Context: an optimization exercise on an open-source flow, tuned for small area, a short achievable clock period and few clock cycles. The choices shown serve that exercise and are no tape-out recipe. The RTL was checked by simulation tests, not by an equivalence proof against the original design.

## run.sh

```bash
#!/bin/bash
# synth_recipe.tcl (not shown) runs the flow's synth.tcl, then flattens the netlist and writes it again
# the make line also repeats each setting of config.mk as NAME=value (left out here)
make -C /OpenROAD-flow-scripts/flow DESIGN_CONFIG=/design/flow/config.mk WORK_HOME=/design/flow/orfs CLKGATE_MAP_FILE= SYNTH_SCRIPT=/design/flow/synth_recipe.tcl finish
```

## config.mk

```make
export PLATFORM = sky130hd
export DESIGN_NAME = decoder_unit
export DESIGN_NICKNAME = decoder_unit
export VERILOG_FILES = /design/flow/design.v
export SDC_FILE = /design/flow/constraint.sdc
export NUM_CORES = 4
export LEC_CHECK = 0
export CAP_MARGIN = 20
export CORE_MARGIN = 2
export CORE_UTILIZATION = 40
export SLEW_MARGIN = 20
```

## constraint.sdc

```tcl
create_clock -name core_clock -period 100.0 [get_ports {clk}]
set_input_delay 20.0000 -clock core_clock [delete_from_list [all_inputs] [get_ports {clk}]]
set_output_delay 20.0000 -clock core_clock [all_outputs]
set_load 0.01 [all_outputs]
```

## design.v

```verilog
module decoder (
	input wire [31:0] out,
	output wire [6:0] d0, d1, d2, d3, d4, d5, d6, d7,
	input wire reset
);
reg [31:0] b0, b1, b2, b3, b4, b5, b6, b7;
reg [6:0] r0, r1, r2, r3, r4, r5, r6, r7;
assign d0 = r0;
assign d1 = r1;
assign d2 = r2;
assign d3 = r3;
assign d4 = r4;
assign d5 = r5;
assign d6 = r6;
assign d7 = r7;
always @ (out or reset) begin
	b0 = reset ? {32{1'b1}} : (out) % 10;
	b1 = reset ? {32{1'b1}} : (out/10) % 10;
	b2 = reset ? {32{1'b1}} : (out/100) % 10;
	b3 = reset ? {32{1'b1}} : (out/1000) % 10;
	b4 = reset ? {32{1'b1}} : (out/10000) % 10;
	b5 = reset ? {32{1'b1}} : (out/100000) % 10;
	b6 = reset ? {32{1'b1}} : (out/1000000) % 10;
	b7 = reset ? {32{1'b1}} : (out/10000000) % 10;	
   case (b0[3:0])
		4'b0000: r0 = 7'b0000001;
		4'b0001: r0 = 7'b1001111;
		4'b0010: r0 = 7'b0010010;
		4'b0011: r0 = 7'b0000110;
		4'b0100: r0 = 7'b1001100;
		4'b0101: r0 = 7'b0100100;
		4'b0110: r0 = 7'b0100000;
		4'b0111: r0 = 7'b0001111;
		4'b1000: r0 = 7'b0000000;
		4'b1001: r0 = 7'b0000100;
		default: r0 = 7'b1111111;
	endcase
   case (b1[3:0])
		4'b0000: r1 = 7'b0000001;
		4'b0001: r1 = 7'b1001111;
		4'b0010: r1 = 7'b0010010;
		4'b0011: r1 = 7'b0000110;
		4'b0100: r1 = 7'b1001100;
		4'b0101: r1 = 7'b0100100;
		4'b0110: r1 = 7'b0100000;
		4'b0111: r1 = 7'b0001111;
		4'b1000: r1 = 7'b0000000;
		4'b1001: r1 = 7'b0000100;
		default: r1 = 7'b1111111;
	endcase
   case (b2[3:0])
		4'b0000: r2 = 7'b0000001;
		4'b0001: r2 = 7'b1001111;
		4'b0010: r2 = 7'b0010010;
		4'b0011: r2 = 7'b0000110;
		4'b0100: r2 = 7'b1001100;
		4'b0101: r2 = 7'b0100100;
		4'b0110: r2 = 7'b0100000;
		4'b0111: r2 = 7'b0001111;
		4'b1000: r2 = 7'b0000000;
		4'b1001: r2 = 7'b0000100;
		default: r2 = 7'b1111111;
	endcase
   case (b3[3:0])
		4'b0000: r3 = 7'b0000001;
		4'b0001: r3 = 7'b1001111;
		4'b0010: r3 = 7'b0010010;
		4'b0011: r3 = 7'b0000110;
		4'b0100: r3 = 7'b1001100;
		4'b0101: r3 = 7'b0100100;
		4'b0110: r3 = 7'b0100000;
		4'b0111: r3 = 7'b0001111;
		4'b1000: r3 = 7'b0000000;
		4'b1001: r3 = 7'b0000100;
		default: r3 = 7'b1111111;
	endcase
   case (b4[3:0])
		4'b0000: r4 = 7'b0000001;
		4'b0001: r4 = 7'b1001111;
		4'b0010: r4 = 7'b0010010;
		4'b0011: r4 = 7'b0000110;
		4'b0100: r4 = 7'b1001100;
		4'b0101: r4 = 7'b0100100;
		4'b0110: r4 = 7'b0100000;
		4'b0111: r4 = 7'b0001111;
		4'b1000: r4 = 7'b0000000;
		4'b1001: r4 = 7'b0000100;
		default: r4 = 7'b1111111;
	endcase
   case (b5[3:0])
		4'b0000: r5 = 7'b0000001;
		4'b0001: r5 = 7'b1001111;
		4'b0010: r5 = 7'b0010010;
		4'b0011: r5 = 7'b0000110;
		4'b0100: r5 = 7'b1001100;
		4'b0101: r5 = 7'b0100100;
		4'b0110: r5 = 7'b0100000;
		4'b0111: r5 = 7'b0001111;
		4'b1000: r5 = 7'b0000000;
		4'b1001: r5 = 7'b0000100;
		default: r5 = 7'b1111111;
	endcase
   case (b6[3:0])
		4'b0000: r6 = 7'b0000001;
		4'b0001: r6 = 7'b1001111;
		4'b0010: r6 = 7'b0010010;
		4'b0011: r6 = 7'b0000110;
		4'b0100: r6 = 7'b1001100;
		4'b0101: r6 = 7'b0100100;
		4'b0110: r6 = 7'b0100000;
		4'b0111: r6 = 7'b0001111;
		4'b1000: r6 = 7'b0000000;
		4'b1001: r6 = 7'b0000100;
		default: r6 = 7'b1111111;
	endcase
   case (b7[3:0])
		4'b0000: r7 = 7'b0000001;
		4'b0001: r7 = 7'b1001111;
		4'b0010: r7 = 7'b0010010;
		4'b0011: r7 = 7'b0000110;
		4'b0100: r7 = 7'b1001100;
		4'b0101: r7 = 7'b0100100;
		4'b0110: r7 = 7'b0100000;
		4'b0111: r7 = 7'b0001111;
		4'b1000: r7 = 7'b0000000;
		4'b1001: r7 = 7'b0000100;
		default: r7 = 7'b1111111;
	endcase
end
endmodule
module decoder_unit (
	input  wire        clk,
	input  wire        rst,
	input  wire        start,
	input  wire [31:0] value,
	input  wire        blank,
	output wire        done,
	output wire [6:0]  d0, d1, d2, d3, d4, d5, d6, d7
);
wire [6:0] s0, s1, s2, s3, s4, s5, s6, s7;
reg  [55:0] regSegments;
reg         regDone;
assign done = regDone;
assign {d7, d6, d5, d4, d3, d2, d1, d0} = regSegments;
decoder u_decoder (
	.out(value),
	.d0(s0), .d1(s1), .d2(s2), .d3(s3),
	.d4(s4), .d5(s5), .d6(s6), .d7(s7),
	.reset(blank)
);
always @(posedge clk) begin
	if (rst) regDone <= 1'b0;
	else     regDone <= start;
	if (start) regSegments <= {s7, s6, s5, s4, s3, s2, s1, s0};
end
endmodule
```

==> metrics.cfg <==
[global_route]
grt_usage_pct=26.0
grt_overflow=0
antenna_found_initial=2
grt_pass1_vias=58900
grt_max_degree=63
grt_pass1_wl_microns=323000

[cts]
ctsHoldBuffers=0
cts_tree=done
cts_max_level=3
cts-buffers-inserted=9
clk_pin_slew_ps=50
clock_path_buffers=2
cts_setup_buffers=0
clock-sinks=57
cts_resized=0
cts_root_buf=clkbuf_16

[timing]
hold_viol_final=0
fin_crit_sh_pct=73.6
rsz0062_at_grt=false
fin_crit_ps=73570
setup_tns_ps=0
whs_ps=20200
setup_viol=0
fmax_ghz=0.0136
tightest_slew_ps=1090
slew_violations=0
final.setup.worst_slack_ps=26430
slew-limit-headroom_pct=25.2

[place]
post-dp-hpwl_microns=157000
place_inst=10400
placedInstanceArea_sq_um=58600
post-place-ws_ps=26910
port_buffers=92
routabilityCongestion=0.994

[synthesis]
synth_seq_area_share_pct=3.01
mappedNetlistNets=8875
synth_warnings=2
syn_avg_cell_area_sq_um=6.45
yosysUniqueCellTypes=163
synth_flop_cell=edfxtp_1
syn_inst=8767
async_reset_ff_share_pct=0
synth-seq-cells=57
synth_edf_count=56
syn-cell-area_sq_um=56500

[routing]
firstDrtPassIters=7
ant_nets=0
drc=0
wl_per_cell_microns=19.5
vias=67200
wl_microns=202000
viasPerCell=6.48
drt_iter0_drc=7288

[worst_setup_path]
cp-start-kind=primary input
critical-path-max-stage-delay_ps=900
path_max_fanout=40
cpMaxStageDelayCell=and3_1
critPathKind=in2reg
end_kind=flip-flop
worst-endpoint-required_ps=100060
worstPathArrival_ps=73630

[worst_hold_path]
hold_path_depth=2
min_from=rst
hold_end=regDone
hp-class=in2reg

[floorplanning]
initial_utilization_pct=40.4
pin_count=93
die_area_sq_um=144000
core_sq_um=140000
die_w_microns=380
row_count=137
die_height_microns=380

[final_layout]
layout_commonest_cell=nor2_1
instances_no_fill=10400
fin_area_sq_um=59000
layout_common_cells=nor2_1 (915), nand2_1 (873), xnor2_1 (663), a21oi_1 (630), o21ai_0 (542)
drive_gt1_share_pct=6.75
finish.utilization_pct=42.1
nNetsFinal=8598
syn_to_final_growth_pct=4.33
n_antenna_cell=0

[status]
status=no timing/DRC/antenna violations

[run]
drv_cap=0

==> flip-flops by register name, indices dropped and copies added (netlist names) <==
signal	flops
regSegments	56
regDone	1
==> how the worst max path moves through the flow <==
stage	to	slack, ps	cells past startpoint	startpoint
floorplan	regSegments[29]	43040	137	value[28]
global placement	regSegments[29]	28430	120	value[4]
detailed placement	regSegments[34]	26910	122	value[27]
CTS	regSegments[34]	27200	122	value[27]
global route	regSegments[29]	22010	125	value[31]
finish	regSegments[29]	26430	127	value[31]
==> logic make-up after synthesis <==
kind of cell	after synthesis	synth area share [%]
AO/OA/AOI/OAI	2964	36.8
XOR/XNOR	883	13.9
adder cells (fa/ha/maj)	168	3.30
buffers and inverters	779	5.54
flip-flops	57	3.01
multiplexers	259	4.85
AND/OR/NAND/NOR	3657	32.6
==> Yosys cell counts, types with 98 or more instances <==
cell        n  share of area [%]
nand2b_1   98                1.1
xnor2_1   663                 10
a31oi_1   163                1.8
inv_1     247                1.6
o211ai_1  125                1.7
o21ai_0   546                4.8
and2_1    126                1.4
nor3_1    370                3.3
nand4_1   132                1.5
nor2_1    917                6.1
and3_1    121                1.3
or3_1     116                1.3
nand2_1   873                5.8
nand3_1   301                2.7
mux2i_1   182                3.2
a211oi_1  109                1.4
nor4_1    102                1.1
a21oi_1   633                5.6
xor2_1    211                3.3
clkbuf_1  362                2.4
==> area by class of cell <==
type | count | area (sq um)
timing repair buffer | 224 | 1820
tap | 1876 | 2350
sequential | 57 | 1700
clock buffer | 10 | 229
fill | 14900 | 80900
inverter | 267 | 1000
multi-input combinational | 7931 | 51800
clock inverter | 6 | 58.8
==> worst max-delay path, delay by kind of cell <==
kind | cells | cell delay, ps
AO/OA/AOI/OAI | 56 | 22630
XOR/XNOR | 9 | 4750
adder cells (fa/ha/maj) | 1 | 220
buffers and inverters | 12 | 3720
multiplexers | 6 | 1960
AND/OR/NAND/NOR | 43 | 20090
==> metal layers <==
layer	vias up	wire length (microns)	track usage [%]	share of wire, %
met2	2724	88100	40.9	44
met1	31500	95300	38.0	47
met4	4	5250	6.67	2.6
met3	310	13600	2.04	6.7
li1	32700	-	-	-
met5	-	21	0	0.010
Testbench counts, summed over its fixed seeds: cycles 32,008.

-- re-timing with driven ports --
The flow's constraints put no driver on any port. The routed layout listed below was extracted and timed again, unchanged, in two steps. Step 1: set_driving_cell puts a clkbuf_16 on clk and a buf_2 on each other input, an assumption about the parent block. Step 2, shift: input delay + t, output delay - t, t = (earliest + latest rising clock arrival at the registers) / 2. This alone moves slack from input paths to output paths. a / b / c = ideal ports / drivers / drivers and shift; a / b = the first two.
t (ns): 0.372
slack for setup (ns): 26.432 / 26.455 / 26.083
hold slack, ns: 20.204 / 20.187 / 20.560
clock arrival spread, ns: 0.010 / 0.009
After both steps this run still meets setup and hold. For this run, drivers alone change the setup slack by +0.023 ns; drivers and shift together by -0.349 ns.
